From an optimization exercise on the open Yosys and OpenROAD flow, aimed at small area, a short achievable clock period and few clock cycles per item; shortcuts taken in it are not production practice. In this exercise RTL edits were held to simulation tests only and were not proved equivalent to the original.

Setup of ember:
## dotoptact
module dotoptact(input logic clk, input logic rst_n,
           output logic slave_waitrequest,
           input logic [3:0] slave_address,
           input logic slave_read, output logic [31:0] slave_readdata,
           input logic slave_write, input logic [31:0] slave_writedata,
           input logic master_waitrequest,
           output logic [31:0] master_address,
           output logic master_read, input logic [31:0] master_readdata, input logic master_readdatavalid,
           output logic master_write, output logic [31:0] master_writedata,
           input logic master2_waitrequest,
           output logic [31:0] master2_address,
           output logic master2_read, input logic [31:0] master2_readdata, input logic master2_readdatavalid,
           output logic master2_write, output logic [31:0] master2_writedata);
==> module dotoptact, before the edit <==
module dotoptact(input logic clk, input logic rst_n,
           output logic slave_waitrequest,
           input logic [3:0] slave_address,
           input logic slave_read, output logic [31:0] slave_readdata,
           input logic slave_write, input logic [31:0] slave_writedata,
           input logic master_waitrequest,
           output logic [31:0] master_address,
           output logic master_read, input logic [31:0] master_readdata, input logic master_readdatavalid,
           output logic master_write, output logic [31:0] master_writedata,
           input logic master2_waitrequest,
           output logic [31:0] master2_address,
           output logic master2_read, input logic [31:0] master2_readdata, input logic master2_readdatavalid,
           output logic master2_write, output logic [31:0] master2_writedata);
    logic [31:2] r1, r2, r3, r4;
    logic [8:0] r5;
    logic [3:0] r7q;         
    wire r7 = |r7q;
    logic wr_q;
    logic ok;
    wire wxfer = slave_write & ~wr_q;
    wire start = wxfer & (slave_address == 4'd0);
    logic ibusy, ibias;
    logic pstart;            
    logic [31:2] waddr;
    logic [8:0] icnt;
    logic icnt1;             
    wire itx = ibusy & ~master_waitrequest;
    wire atlast = ibusy & ~ibias & icnt1;                   
    wire ilast = atlast & ~master_waitrequest;
    wire inew = (start & ~ibusy) | (ilast & (pstart | start));
    wire iload = ~ibusy | atlast;
    wire [31:2] waddr_d = iload ? r1 : ibias ? r2 : waddr + 30'd1;
    wire [8:0] icnt_d = iload ? r5 : ibias ? icnt : icnt - 9'd1;
    wire ien = (start & ~ibusy) | itx;
    logic v1;
    logic [31:0] w1, w2, a3;
    logic [15:0] one2, two2, neg2, one3, two3, neg3;
    logic ractive;
    logic [8:0] rcnt;
    logic [31:2] saddr;
    wire isb1 = v1 & ~ractive;
    wire isw1 = m2rd;        
    logic q2, b2, l2, b3, l3, b4, l4;
    logic m2rd, m2wr;
    logic [31:2] m2addr;
    logic [47:16] s4, c4;
    logic k4;
    logic [47:16] sm, cm;
    logic km;
    logic [31:0] sum, wdata;
    logic bpend;             
    logic uvalid;            
    logic opend;             
    logic [31:2] oaddr;
    logic oact;
    logic sdone, wpend;
    wire wrdo = m2wr;        
    assign slave_waitrequest = wr_q;
    assign slave_readdata = 32'd0;
    assign master_write = 1'b0;
    assign master_writedata = 32'd0;
    assign master_read = ibusy;
    assign master_address = {waddr, 2'b00};
    assign master2_read = m2rd;
    assign master2_write = m2wr;
    assign master2_address = {m2addr, 2'b00};
    assign master2_writedata = wdata;
    wire [9:0] hd = oaddr[11:2] - r3[11:2];
    wire hazard = uvalid & (hd < {1'b0, r5});
    always_comb begin
        case (slave_address)
            4'd0: ok = ~pstart & ~bpend & ~opend & ~hazard;
            4'd1, 4'd2: ok = ~ibias & ~pstart;
            4'd3, 4'd5: ok = ~bpend;
            4'd4, 4'd7: ok = ~opend;
            default: ok = 1'b1;
        endcase
        if (slave_read) ok = ~uvalid;
    end
    wire uvalid_n = start | (uvalid & ~(wrdo & ~opend));
    logic ractive_n, wpend_n, oact_n;
    logic [31:2] saddr_n, oaddr_n;
    always_comb begin
        ractive_n = ractive;
        if (isb1) ractive_n = 1'b1;
        else if (isw1 & (rcnt == 9'd1)) ractive_n = 1'b0;
        saddr_n = saddr;
        if (isb1) saddr_n = r3;
        else if (isw1) saddr_n = saddr + 30'd1;
        wpend_n = wpend;
        if ((l4 | sdone) & ~wpend) wpend_n = 1'b1;
        else if (wrdo) wpend_n = 1'b0;
        oaddr_n = oaddr;
        oact_n = oact;
        if ((start & (~uvalid | (wrdo & ~opend))) | (wrdo & opend)) begin
            oaddr_n = r4;
            oact_n = r7;
        end
    end
    wire m2rd_n = master_readdatavalid & ractive_n;
    logic [31:0] acc_y;
    wire [31:0] res = sdone ? sum : acc_y;
    dot_acc ac(.a(b4 ? 32'd0 : sum), .s(s4), .c(c4), .k(k4), .y(acc_y));
    dot_booth be(.w(w2), .one(one2), .two(two2), .neg(neg2));
    dot_multree mt(.a(a3), .one(one3), .two(two3), .neg(neg3), .s(sm), .c(cm), .k(km));
    always_ff @(posedge clk) begin
        if (wxfer) begin
            case (slave_address)
                4'd1: r1 <= slave_writedata[31:2];
                4'd2: r2 <= slave_writedata[31:2];
                4'd3: r3 <= slave_writedata[31:2];
                4'd4: r4 <= slave_writedata[31:2];
                4'd5: r5 <= slave_writedata[8:0];
                4'd7: r7q <= {|slave_writedata[31:24], |slave_writedata[23:16],
                               |slave_writedata[15:8], |slave_writedata[7:0]};
                default: ;
            endcase
        end
        if (ien) begin
            waddr <= waddr_d;
            icnt <= icnt_d;
            icnt1 <= icnt_d == 9'd1;
        end
        w1 <= master_readdata;
        w2 <= w1;
        one3 <= one2;
        two3 <= two2;
        neg3 <= neg2;
        if (isb1) rcnt <= r5;
        else if (isw1) rcnt <= rcnt - 9'd1;
        saddr <= saddr_n;
        m2addr <= m2rd_n ? saddr_n : oaddr_n;
        a3 <= b2 ? 32'h0001_0000 : (q2 ? master2_readdata : 32'd0);
        s4 <= sm;
        c4 <= cm;
        k4 <= km;
        sum <= acc_y;
        if ((l4 | sdone) & ~wpend) wdata <= (oact & res[31]) ? 32'd0 : res;
        oaddr <= oaddr_n;
        oact <= oact_n;
        if (!rst_n) begin
            wr_q <= 1'b0;
            ibusy <= 1'b0;
            ibias <= 1'b0;
            pstart <= 1'b0;
            v1 <= 1'b0;
            q2 <= 1'b0;
            b2 <= 1'b0;
            l2 <= 1'b0;
            b3 <= 1'b0;
            l3 <= 1'b0;
            b4 <= 1'b0;
            l4 <= 1'b0;
            m2rd <= 1'b0;
            m2wr <= 1'b0;
            ractive <= 1'b0;
            bpend <= 1'b0;
            uvalid <= 1'b0;
            opend <= 1'b0;
            sdone <= 1'b0;
            wpend <= 1'b0;
        end else begin
            wr_q <= ~(~uvalid_n | ((slave_write | slave_read) & wr_q & ok));
            if (inew) begin
                ibusy <= 1'b1;
                ibias <= 1'b1;
            end else if (itx) begin
                ibias <= 1'b0;
                if (ilast) ibusy <= 1'b0;
            end
            if (start & ibusy & ~ilast) pstart <= 1'b1;
            else if (ilast) pstart <= 1'b0;
            v1 <= master_readdatavalid;
            ractive <= ractive_n;
            m2rd <= m2rd_n;
            m2wr <= wpend_n & ~m2rd_n;
            q2 <= isw1;
            b2 <= isb1;
            l2 <= isw1 & (rcnt == 9'd1);
            b3 <= b2;
            l3 <= l2;
            b4 <= b3;
            l4 <= l3;
            if (start) bpend <= 1'b1;
            else if (isb1) bpend <= 1'b0;
            uvalid <= uvalid_n;
            if (start & uvalid & ~(wrdo & ~opend)) opend <= 1'b1;
            else if (wrdo) opend <= 1'b0;
            sdone <= (l4 | sdone) & wpend;
            wpend <= wpend_n;
        end
    end
endmodule
clock: 15.0 ns
lec_check: 0
abc_area: 1
cap_margin: 20
core_margin: 2
core_utilization: 40
slew_margin: 20
standard.sh (not shown) runs the stock make flow with config.mk's settings and CLKGATE_MAP_FILE= SYNTH_SCRIPT=/design/flow/synth_recipe.tcl, a recipe that flattens the netlist after the stock synthesis.
==> flow/flow/run.sh <==
#!/bin/bash
# Layout flow: the standard flow (standard.sh) with these changes:
#  - synthesis runs the standard flow's own synth_recipe.tcl with -noabc added to its synth
#    calls. That skips only the quick "abc -fast" inside Yosys's synth command
#    (ORFS's full ABC mapping still runs afterwards), so that extract_fa finds the
#    multiplier tree's full adders without inverters between them. The registers
#    and their names are those of the standard synthesis.
#  - ORFS's timing repair aims at a setup slack of SETUP_SLACK_MARGIN ns below
#    the 15 ns constraint (a shorter period), on the worst path only
#    (TNS_END_PERCENT=0), and the port buffers start out as buf_2.
#  - clock tree synthesis runs with ORFS's default arguments plus
#    -dont_use_dummy_load.
# The constraints are not changed. make's output goes to flow_make.log; each ORFS
# step keeps its own log under orfs/logs.
set -euo pipefail
cd "$(dirname "$0")/.."
sed 's/yosys synth -nofsm -noshare /yosys synth -nofsm -noshare -noabc /' synth_recipe.tcl > synth_recipe_noabc.tcl
grep -q -- '-noabc' synth_recipe_noabc.tcl
bash standard.sh SYNTH_SCRIPT="$PWD/synth_recipe_noabc.tcl" SETUP_SLACK_MARGIN=10.8 \
    TNS_END_PERCENT=0 "BUFFER_PORTS_ARGS=-buffer_cell sky130_fd_sc_hd__buf_2" \
    "CTS_ARGS=-sink_clustering_enable -repair_clock_nets -dont_use_dummy_load" \
    finish > flow_make.log 2>&1
ember went all the way through the flow, and no timing, DRC or antenna check failed.
Testbench counts of ember, summed over its fixed seeds: cycles 25,310, items 723.
Changes in sierra relative to ember:
--- a/flow/design.v
+++ b/flow/design.v
@@ -88,7 +88,7 @@
         if (isb1) saddr_n = r3;
         else if (isw1) saddr_n = saddr + 30'd1;
         wpend_n = wpend;
-        if ((l4 | sdone) & ~wpend) wpend_n = 1'b1;
+        if (sdone & ~wpend) wpend_n = 1'b1;
         else if (wrdo) wpend_n = 1'b0;
         oaddr_n = oaddr;
         oact_n = oact;
@@ -99,7 +99,6 @@
     end
     wire m2rd_n = master_readdatavalid & ractive_n;
     logic [31:0] acc_y;
-    wire [31:0] res = sdone ? sum : acc_y;
     dot_acc ac(.a(b4 ? 32'd0 : sum), .s(s4), .c(c4), .k(k4), .y(acc_y));
     dot_booth be(.w(w2), .one(one2), .two(two2), .neg(neg2));
     dot_multree mt(.a(a3), .one(one3), .two(two3), .neg(neg3), .s(sm), .c(cm), .k(km));
@@ -135,7 +134,7 @@
         c4 <= cm;
         k4 <= km;
         sum <= acc_y;
-        if ((l4 | sdone) & ~wpend) wdata <= (oact & res[31]) ? 32'd0 : res;
+        if (sdone & ~wpend) wdata <= (oact & sum[31]) ? 32'd0 : sum;
         oaddr <= oaddr_n;
         oact <= oact_n;
         if (!rst_n) begin
@@ -186,7 +185,8 @@
             uvalid <= uvalid_n;
             if (start & uvalid & ~(wrdo & ~opend)) opend <= 1'b1;
             else if (wrdo) opend <= 1'b0;
-            sdone <= (l4 | sdone) & wpend;
+            if (l4) sdone <= 1'b1;
+            else if (~wpend) sdone <= 1'b0;
             wpend <= wpend_n;
         end
     end
--- outcome ---
reg -> out as the type of the setup path with the least slack was reported by sierra, and reg -> reg by ember.
Clock skew up 0.0051 ns in sierra wrt ember
Routed wire in sierra totals less than in ember.
Of sierra and ember, it is sierra that has the lower core footprint.
sierra against ember: final critical path time including I/O delays and setup went down by 0.049 ns, post-layout utilization of the core went down by 0.59 points, post-synthesis adder-cell area fraction went up by 0.44 points, area growth from synthesis to final layout went down by 1.5 points.
The final reports for sierra and ember show number of setup buffers added after CTS lower in the former.
In sierra the initial antenna violation count turned out 9 higher than in ember.
Testbench counts of sierra, summed over its fixed seeds: cycles 25,402, items 723.

==> afterwards: timing with drivers on the ports <==
The flow's constraints put no driver on any port. The routed layouts listed below were extracted and timed again, unchanged, in two steps. Step 1, drivers: a clkbuf_16 drives clk and a buf_2 each remaining input, both assumed. Step 2 moves the port delays by t, midway between the first and last clock arrival at a register: inputs arrive t later, outputs are due t later. That takes back most of the time a late clock gives input paths. Slacks: no drivers / after step 1 / after step 2; pairs: no drivers / after step 1.
| run | t (ns) | slack for setup (ns) | hold WS [ns] | latest minus earliest clock arrival (ns) | worst slew at a driven data input, ns |
|---|---|---|---|---|---|
| ember | 0.717 | 10.600 / 10.589 / 9.989 | 0.316 / 0.316 / 0.316 | 0.134 / 0.134 | 0.05 |
| sierra | 0.706 | 10.649 / 10.580 / 10.069 | 0.260 / 0.260 / 0.260 | 0.129 / 0.128 | 0.11 |
After both steps setup and hold are still met in every run listed. The setup slack of ember, which loses most, moves by -0.011 ns with the drivers and by -0.611 ns with both steps.
